This design comes from an exercise in tuning for small area, a short achievable clock period and few clock cycles on the open sky130 flow, not from production work.
In this exercise RTL edits were held to simulation tests only and were not proved equivalent to the original.
No activity file was given, so power comes from the tool's default toggle rates.

==> flow/design.v, too long to show whole: its modules and the start of the top module <==
// module milestone1: 1565 lines
module milestone1 (
		input logic clock,
		input logic Resetn,
		input logic Enable,
		output	logic [17:0] SRAM_address,
		output 	logic [15:0] SRAM_write_data,
		output	logic SRAM_we_n,
		input		logic [15:0] SRAM_read_data,
		output   logic M1_end
);
  // ...
==> flow/flow/run.sh <==
#!/bin/bash
# Standard layout, with the port buffers made from buf_4 cells instead of the
# default delay-buffer cells, and timing repair aiming at a 15 ns setup margin.
export BUFFER_PORTS_ARGS="-buffer_cell sky130_fd_sc_hd__buf_4"
export SETUP_SLACK_MARGIN=15
bash standard.sh > standard.log 2>&1
==> flow/standard.sh <==
#!/bin/bash
# synth_recipe.tcl (not shown) runs the flow's synth.tcl, then flattens the netlist and writes it again
# the make line also repeats each setting of config.mk as NAME=value (left out here)
make -C /OpenROAD-flow-scripts/flow DESIGN_CONFIG=/design/flow/config.mk WORK_HOME=/design/flow/orfs CLKGATE_MAP_FILE= SYNTH_SCRIPT=/design/flow/synth_recipe.tcl "${@:-finish}"
==> flow/config.mk <==
export PLATFORM = sky130hd
export DESIGN_NAME = milestone1
export DESIGN_NICKNAME = milestone1
export VERILOG_FILES = /design/flow/design.v
export SDC_FILE = /design/flow/constraint.sdc
export NUM_CORES = 4
export LEC_CHECK = 0
export CAP_MARGIN = 20
export CORE_MARGIN = 2
export CORE_UTILIZATION = 40
export SLEW_MARGIN = 20
==> flow/constraint.sdc <==
create_clock -name core_clock -period 20.0 [get_ports {clock}]
set_input_delay 4.0000 -clock core_clock [delete_from_list [all_inputs] [get_ports {clock}]]
set_output_delay 4.0000 -clock core_clock [all_outputs]
set_load 0.01 [all_outputs]
==> run notes, run 1 <==
Fraction of layout cells with a size suffix above 1 = 0.105
Crit path max-delay family = flip-flops
Biggest Area Class = multi-input gates
Clock share of power = 0.495
Async SR Flop Fraction = 0.0219
Critical Path Source = SRAM_we_n
Root Driver = clkbuf_16
Hold Path Depth = 0
Most Crowded Layer GR = met2
Post-CTS Resized = 33
Met3 usage = 0.0270
Vias = 14,000
Commonest non-fill, non-tap cell in the layout = inv_1
Met1 wire length = 23.9 mm
DIE WIDTH = 241 um
Initial DRC Count = 714
Diodes inserted = 0
Worst Slack Setup Final = 14.82 ns
Biggest regs = SRAM_address x18, rgb_addr x18
R2R Path End = f_lc
Buffers, non-clock = 61
Outcome = finished clean
Met2 WL = 25.4 mm
Worst Hold Class = reg2reg
Layout fillers = 5,161
CTS tree = done
Initial Utilization = 0.406
Seq cells = 320
Final Util = 0.452
Testbench counts, summed over its fixed seeds: cycles 779,528.
==> run 2, diff against run 1 <==
--- a/flow/design.v
+++ b/flow/design.v
@@ -11,32 +11,34 @@
 		output   logic M1_end
 );
 localparam [1:0] S_IDLE = 2'd0, S_BLK = 2'd1, S_FRM = 2'd2, S_DONE = 2'd3;
 logic [1:0] state;
 logic [2:0] pos;         
 logic [7:0] col;         
 logic [15:0] m;          
 logic [17:0] rgb_addr;
+logic first;             
 logic [7:0] up0, up1, up2, up3, up4, up5, ust;
 logic [7:0] vp0, vp1, vp2, vp3, vp4, vp5, vst;
 logic [7:0] ylo;         
 logic [7:0] py;
 logic [9:0] pu, pv, px;
 logic lsel;              
 logic fsel;              
 logic [7:0] b0reg;
 logic [10:0] l_ha, l_hb, g_ha, g_hb;
 logic l_lc, g_lc;
 logic [9:0] f_ha, f_hb;
 logic f_lc;
 wire [7:0] in_hi = SRAM_read_data[15:8];
 wire [7:0] in_lo = SRAM_read_data[7:0];
 wire frm = (state == S_FRM);
 wire tail = (col == 8'd160);
+wire blk = (state == S_BLK);
 wire [7:0] fa = fsel ? vp0 : up0;
 wire [7:0] fb = fsel ? vp1 : up1;
 wire [7:0] fc = fsel ? vp2 : up2;
 wire [7:0] fd = fsel ? vp3 : up3;
 wire [7:0] fe = fsel ? vp4 : up4;
 wire [7:0] ff = fsel ? vp5 : up5;
 wire ft_1;
 wire ft_2;
@@ -1448,23 +1450,25 @@
 	SRAM_write_data[15:8] <= (pos == 3'd0) ? lc : (pos == 3'd2) ? b0reg : gc;
 	SRAM_write_data[7:0] <= (pos == 3'd0) ? gc : lc;
 end
 logic u_sh, u_hi, u_st, u_ld, v_sh, v_hi, v_st, v_ld;
 logic nu_sh, nu_hi, nu_st, nv_sh, nv_hi, nv_st, nv_ld;
 always_comb begin
 	nu_sh = 1'b0; nu_hi = 1'b0; nu_st = 1'b0;
 	nv_sh = 1'b0; nv_hi = 1'b0; nv_st = 1'b0; nv_ld = 1'b0;
-	if (state == S_BLK) begin
+	if (blk) begin
+		if (pos == 3'd0) begin nu_sh = 1'b1; nu_st = 1'b1; nv_sh = 1'b1; end           
+		else begin nu_sh = 1'b1; nu_hi = 1'b1; nv_sh = 1'b1; nv_st = 1'b1; end         
+	end else if (frm && tail) begin
 		case (pos)
 			3'd1: begin nu_sh = 1'b1; nu_hi = 1'b1; end
-			3'd2: begin nu_sh = 1'b1; nv_sh = 1'b1; nv_hi = 1'b1; nv_ld = 1'b1; end
-			3'd3, 3'd4: begin nu_sh = 1'b1; nv_sh = 1'b1; end
-			3'd5: begin nu_sh = 1'b1; nu_st = 1'b1; nv_sh = 1'b1; nv_st = 1'b1; end
-			3'd6: begin nu_sh = 1'b1; nu_hi = 1'b1; end
+			3'd2: nu_sh = 1'b1;
+			3'd3: begin nu_sh = 1'b1; nv_sh = 1'b1; nv_hi = 1'b1; nv_ld = 1'b1; end
+			3'd4: begin nu_sh = 1'b1; nv_sh = 1'b1; end                                 
 			default: ;
 		endcase
 	end else if (frm) begin
 		if (col == 8'd0 && pos == 3'd0) begin nv_sh = 1'b1; nv_hi = 1'b1; nv_ld = 1'b1; end
 		if (col == 8'd0 && pos == 3'd1) begin nv_sh = 1'b1; nv_st = 1'b1; end
 		if (pos == 3'd3) begin
 			nu_sh = 1'b1;
 			nv_sh = 1'b1;
@@ -1491,49 +1495,48 @@
 logic c_v;
 logic [1:0] c_off;
 wire [17:0] c_addr = (c_v ? 18'd57600 : 18'd38400) + {3'd0, mh} + {16'd0, c_off};
 wire last = tail && (m == 16'd38400);
 logic [1:0] n_state;
 logic [2:0] n_pos;
 logic n_wr;
 logic a_wr, a_y;
+wire wr_ok = tail ? ~first : (col != 8'd0);
 always_comb begin
 	n_state = state;
 	n_pos = pos + 3'd1;
 	c_v = 1'b0;
 	c_off = 2'd0;
 	n_wr = 1'b0;
 	a_wr = 1'b0;
 	a_y = 1'b0;
 	case (state)
 		S_IDLE: begin
 			n_pos = 3'd0;
-			if (Enable) n_state = S_BLK;
+			if (Enable) n_state = S_FRM;    
 		end
 		S_BLK: begin
-			case (pos)
-				3'd0: c_v = 1'b1;
-				3'd4: c_off = 2'd1;
-				3'd5: begin c_v = 1'b1; c_off = 2'd1; end
-				3'd6: begin n_state = S_FRM; n_pos = 3'd0; a_y = 1'b1; end
-				default: ;
-			endcase
+			if (pos == 3'd0) begin c_v = 1'b1; c_off = 2'd1; end    
+			else begin n_state = S_FRM; n_pos = 3'd0; a_y = 1'b1; end
 		end
 		S_FRM: begin
 			case (pos)
-				3'd0: begin n_wr = (col != 8'd0); a_wr = 1'b1; end
-				3'd1: begin c_v = ~col[0]; c_off = 2'd2; end
-				3'd2: begin n_wr = (col != 8'd0); a_wr = 1'b1; end
-				3'd3: begin n_wr = (col != 8'd0); a_wr = 1'b1; end
+				3'd0: begin n_wr = wr_ok; a_wr = 1'b1; end
+				3'd1: begin
+					c_v = tail | ~col[0];
+					c_off = tail ? 2'd0 : 2'd2;
+				end
+				3'd2: begin n_wr = wr_ok; a_wr = 1'b1; end
+				3'd3: begin n_wr = wr_ok; a_wr = 1'b1; end
 				3'd4: begin
 					n_pos = 3'd0;
 					if (last) n_state = S_DONE;
-					else if (tail) n_state = S_BLK;    
-					else a_y = 1'b1;                   
+					else if (tail) begin n_state = S_BLK; c_off = 2'd1; end    
+					else if (col != 8'd159) a_y = 1'b1;                         
 				end
 				default: ;
 			endcase
 		end
 		default: n_pos = 3'd0;
 	endcase
 end
 always_ff @(posedge clock or negedge Resetn) begin
@@ -1547,21 +1550,25 @@
 		pos <= n_pos;
 		SRAM_we_n <= ~n_wr;
 		if (frm && pos == 3'd4 && last) M1_end <= 1'b1;
 	end
 end
 always_ff @(posedge clock) begin
 	if (state == S_IDLE) begin
 		m <= 16'd0;
-		col <= 8'd0;
+		col <= 8'd160;
+		first <= 1'b1;
 		rgb_addr <= 18'd146944;
 	end else begin
 		if (frm && pos == 3'd1 && !tail) m <= m + 16'd1;
-		if (frm && pos == 3'd4) col <= tail ? 8'd0 : col + 8'd1;
+		if (frm && pos == 3'd4) begin
+			col <= tail ? 8'd0 : col + 8'd1;
+			if (tail) first <= 1'b0;
+		end
 		if (n_wr) rgb_addr <= rgb_addr + 18'd1;
 	end
 	if (state == S_IDLE) SRAM_address <= 18'd38400;
 	else if (a_wr) SRAM_address <= rgb_addr;
 	else if (a_y) SRAM_address <= {2'b00, m};
 	else SRAM_address <= c_addr;
 end
 endmodule
==> run 2 against run 1 <==
Still clean. Synthesized cell count rose by 2.9%. Critical path depth is the same. Core utilization down 0.30 points. Wire length is 2.4% higher. First-iteration DRC count up 25%. Die area up 0.79%. Count of clock-buffer cells in the layout down 1. Clock power shrank 2%. Via count is 3.3% higher. Sequential power up 8.8%. Power is 21% higher.
==> run notes, run 2 <==
Outcome = finished clean
Met3 usage = 0.0267 (-0.000245)
Period utilization = 0.259
Area Overhead vs Synth = 11.5%
Syn nets = 2,529
Initial DRC Count = 892 (+25%)
Count leader, synth = inv_1
Async SR Flop Fraction = 0.0218 (-0.0000681)
Most frequent cells in the layout = inv_1, fa_1, ha_1, edfxtp_1, dfxtp_1
Post-synth design cell area = 0.0226 mm^2
Worst Path Buf+Inv = 1
R2r setup slk = 15.19 ns
Setup TNS = 0 ns
Vias in the first global route = 15,600
First-pass GRT wire length = 85.8 mm
Commonest non-fill, non-tap cell in the layout = inv_1
Worst-skew pair later-pin latency = 0.56 ns
Crit path kind = reg2out
Post-synth cell types = 73
EDFF count, synth = 156
Worst path slowest cell = dfstp_2
Final ANT Viol Nets = 0
Die area = 0.0585 mm^2
Core Rows = 87
Top-area cell type share of the netlist area = 0.251
Worst path max stage delay = 0.53 ns
Maximum vdd drop = 79.1 uV
Mean post-synth cell area = 11.0 um^2
Top Ports = 55
Vias = 14,500 (+3.3%)
DR pass1 iterations = 5
CTS buffer count = 36
GRT overflow = 0
Grt met1 use = 0.252
Slew headroom = 0.365
Top cells by area, synth = fa_1, edfxtp_1, dfxtp_1
Final wirelength = 53.5 mm
Vias per inst = 5.01
Stages on the worst setup path = 1
Final cell count without fillers = 2,896
Power Density = 65.4 mW/mm^2
Sink Count = 321
Leak Pwr = 11.7 nW
Startpoint types = register
R2R Path End = f_lc
Synthesis Warnings = 1
Crit-path cells = buf_6
RSZ-0062 raised after global routing = yes
Top_reg_cell synth = dfxtp_1
Post-synth top cells = inv_1, fa_1, ha_1
Hold Slack = 0.443 ns
Worst Hold Path EP = up3[5]
Clk_skew = 0.0186 ns
Mapped Cells = 2,062
Register area share after synthesis = 0.355
# setup viols final = 0
Worst-Margin Slew = 0.952 ns
Met2 usage = 0.310
Fin. max-slew vios = 0
IO buf count = 54
Peak Freq = 193 MHz
Root Driver = clkbuf_16
WP data arrival = 1.17 ns
DP HPWL = 42.5 mm
Most Crowded Layer GR = met2
Initial antenna violation count = 0
Reg clk slew, reported paths = 0.06 ns
DRC = 0
CP Data Required Time = 16.00 ns
Worst R2R Path Depth = 13
Largest net degree at the start of global routing = 52
Core Box Area = 0.0562 mm^2
Worst Slack Setup Final = 14.83 ns (+0.00560 ns)
Area leader, netlist = fa_1
Tot GR Track Use = 0.186
Worst flop-to-flop path startpoint = fsel
GPL Wtd Cong = 0.969
Initial Utilization = 0.403 (-0.00299)
Htree depth = 2
Diodes inserted = 0 (unchanged)
Setup Fix Bufs, Post-CTS = 0
DR WL/cell = 18.5 um
Fin crit period = 5.17 ns
Crit path max-delay family = flip-flops
Final hold violation count = 0
Biggest regs = SRAM_address x18, rgb_addr x18
Hold Path Depth = 0 (unchanged)
Crit. End Element = output pin
Worst Hold Class = reg2reg
Max cap viols = 0
Place WS = 15.02 ns
Final #Nets = 2,579
Dpl cells = 2,830
DIE WIDTH = 242 um (+0.40%)
Worst Path Max Fanout = 1
CTS tree = done
Synthesis-stage register bit count = 321
CTS max path bufs = 3
Fraction of layout cells with a size suffix above 1 = 0.0995 (-0.00540)
Chip height = 242 um
# hold bufs at CTS = 0
Layout fillers = 5,317 (+3.0%)
Hold_sp = up4[5]
## run 2: cell types whose count changed in the layout (fill, tap and decap cells not counted), sizes merged, moves of 7 or more
cell	change
nor3	+13
o21ai	-12
a21oi	+11
buf	+9
a211oi	-8
nand3	+8
nand4	+8
nor2	-8
nand2b	+7
## run 2: timing repair
item | in CTS | in global routing
setup endpoints to repair | 35 | 34
hold endpoints to repair | 0 | 0
resized for setup | 52 | 18
cloned | 0 | 0
## run 2: cells by family after synthesis
family	synth area share
simple gates	0.0852
buf+inv	0.0836
xor+xnor	0.0244
fa+ha+maj	0.342
flops	0.355
mux	0.0391
compound gates	0.0708
## run 2: routing by layer
metal / vias up / part of all wire
li1: 6802 / -
met1: 7314 / 0.45
met2: 307 / 0.47
met3: 81 / 0.046
met4: 0 / 0.029
met5: - / 0
## run 2: how the worst max path moves through the flow
stage | start | end | slack (ns)
final | SRAM_we_n | SRAM_we_n | 14.83
after global routing | SRAM_we_n | SRAM_we_n | 14.79
after CTS | SRAM_we_n | SRAM_we_n | 14.80
after detailed placement | fsel | f_lc | 15.02
after floorplan | fsel | f_lc | 15.19
after global placement | fsel | f_lc | 15.17
## run 2: layout make-up
| cell class | count | area, um^2 | share of cell area |
|---|---|---|---|
| repair buffers | 69 | 657 | 0.0260 |
| inverters | 444 | 1670 | 0.0661 |
| multi-input cells | 1240 | 12700 | 0.504 |
| well taps | 756 | 946 | 0.0375 |
| clock inverters | 16 | 158 | 0.00625 |
| flip-flops and latches | 321 | 8070 | 0.320 |
| clock buffers | 50 | 1020 | 0.0403 |
## run 2: where the power goes
group          switching (W)  internal (W)  total (W)
clock network       0.000282      0.000375   0.000657
logic               0.000138      0.000113   0.000250
registers          0.0000158      0.000726   0.000742
total               0.000435       0.00121    0.00165
## run 2: metrics by stage
stage | utilization | area [um^2] | total power [W]
2_1_floorplan | - | 22600 | 0.000911
3_3_place_gp | 0.425 | 23900 | 0.000984
3_5_place_dp | 0.425 | 23900 | 0.000988
4_1_cts | 0.449 | 25200 | 0.00166
5_1_grt | 0.449 | 25200 | 0.00172
6_report | 0.449 | 25200 | 0.00165
Testbench counts of run 2, summed over its fixed seeds: cycles 774,748.

static timing again, ports no longer ideal:
In the flow no input, the clock included, has a driving cell. The finished layouts below were timed again as built, in two steps.
Step 1 assumes that a clkbuf_16 drives the clock port and a buf_2 every other input.
Step 2 also shifts input and output timing later by t, the mid clock arrival at the registers, as if the neighbouring blocks saw the same clock.
Slacks: ideal / step 1 / step 2; pairs: ideal / step 1.
run | t (ns) | slack for setup (ns) | clock arrival spread, ns | worst register clock-pin slew, ns | pins driven straight from the clock port
run 1 | 0.603 | 14.821 / 14.766 / 15.154 | 0.033 / 0.033 | 0.07 / 0.07 | 1
run 2 | 0.611 | 14.826 / 14.769 / 15.036 | 0.018 / 0.018 | 0.06 / 0.06 | 1
After both steps setup and hold are still met in every run listed.
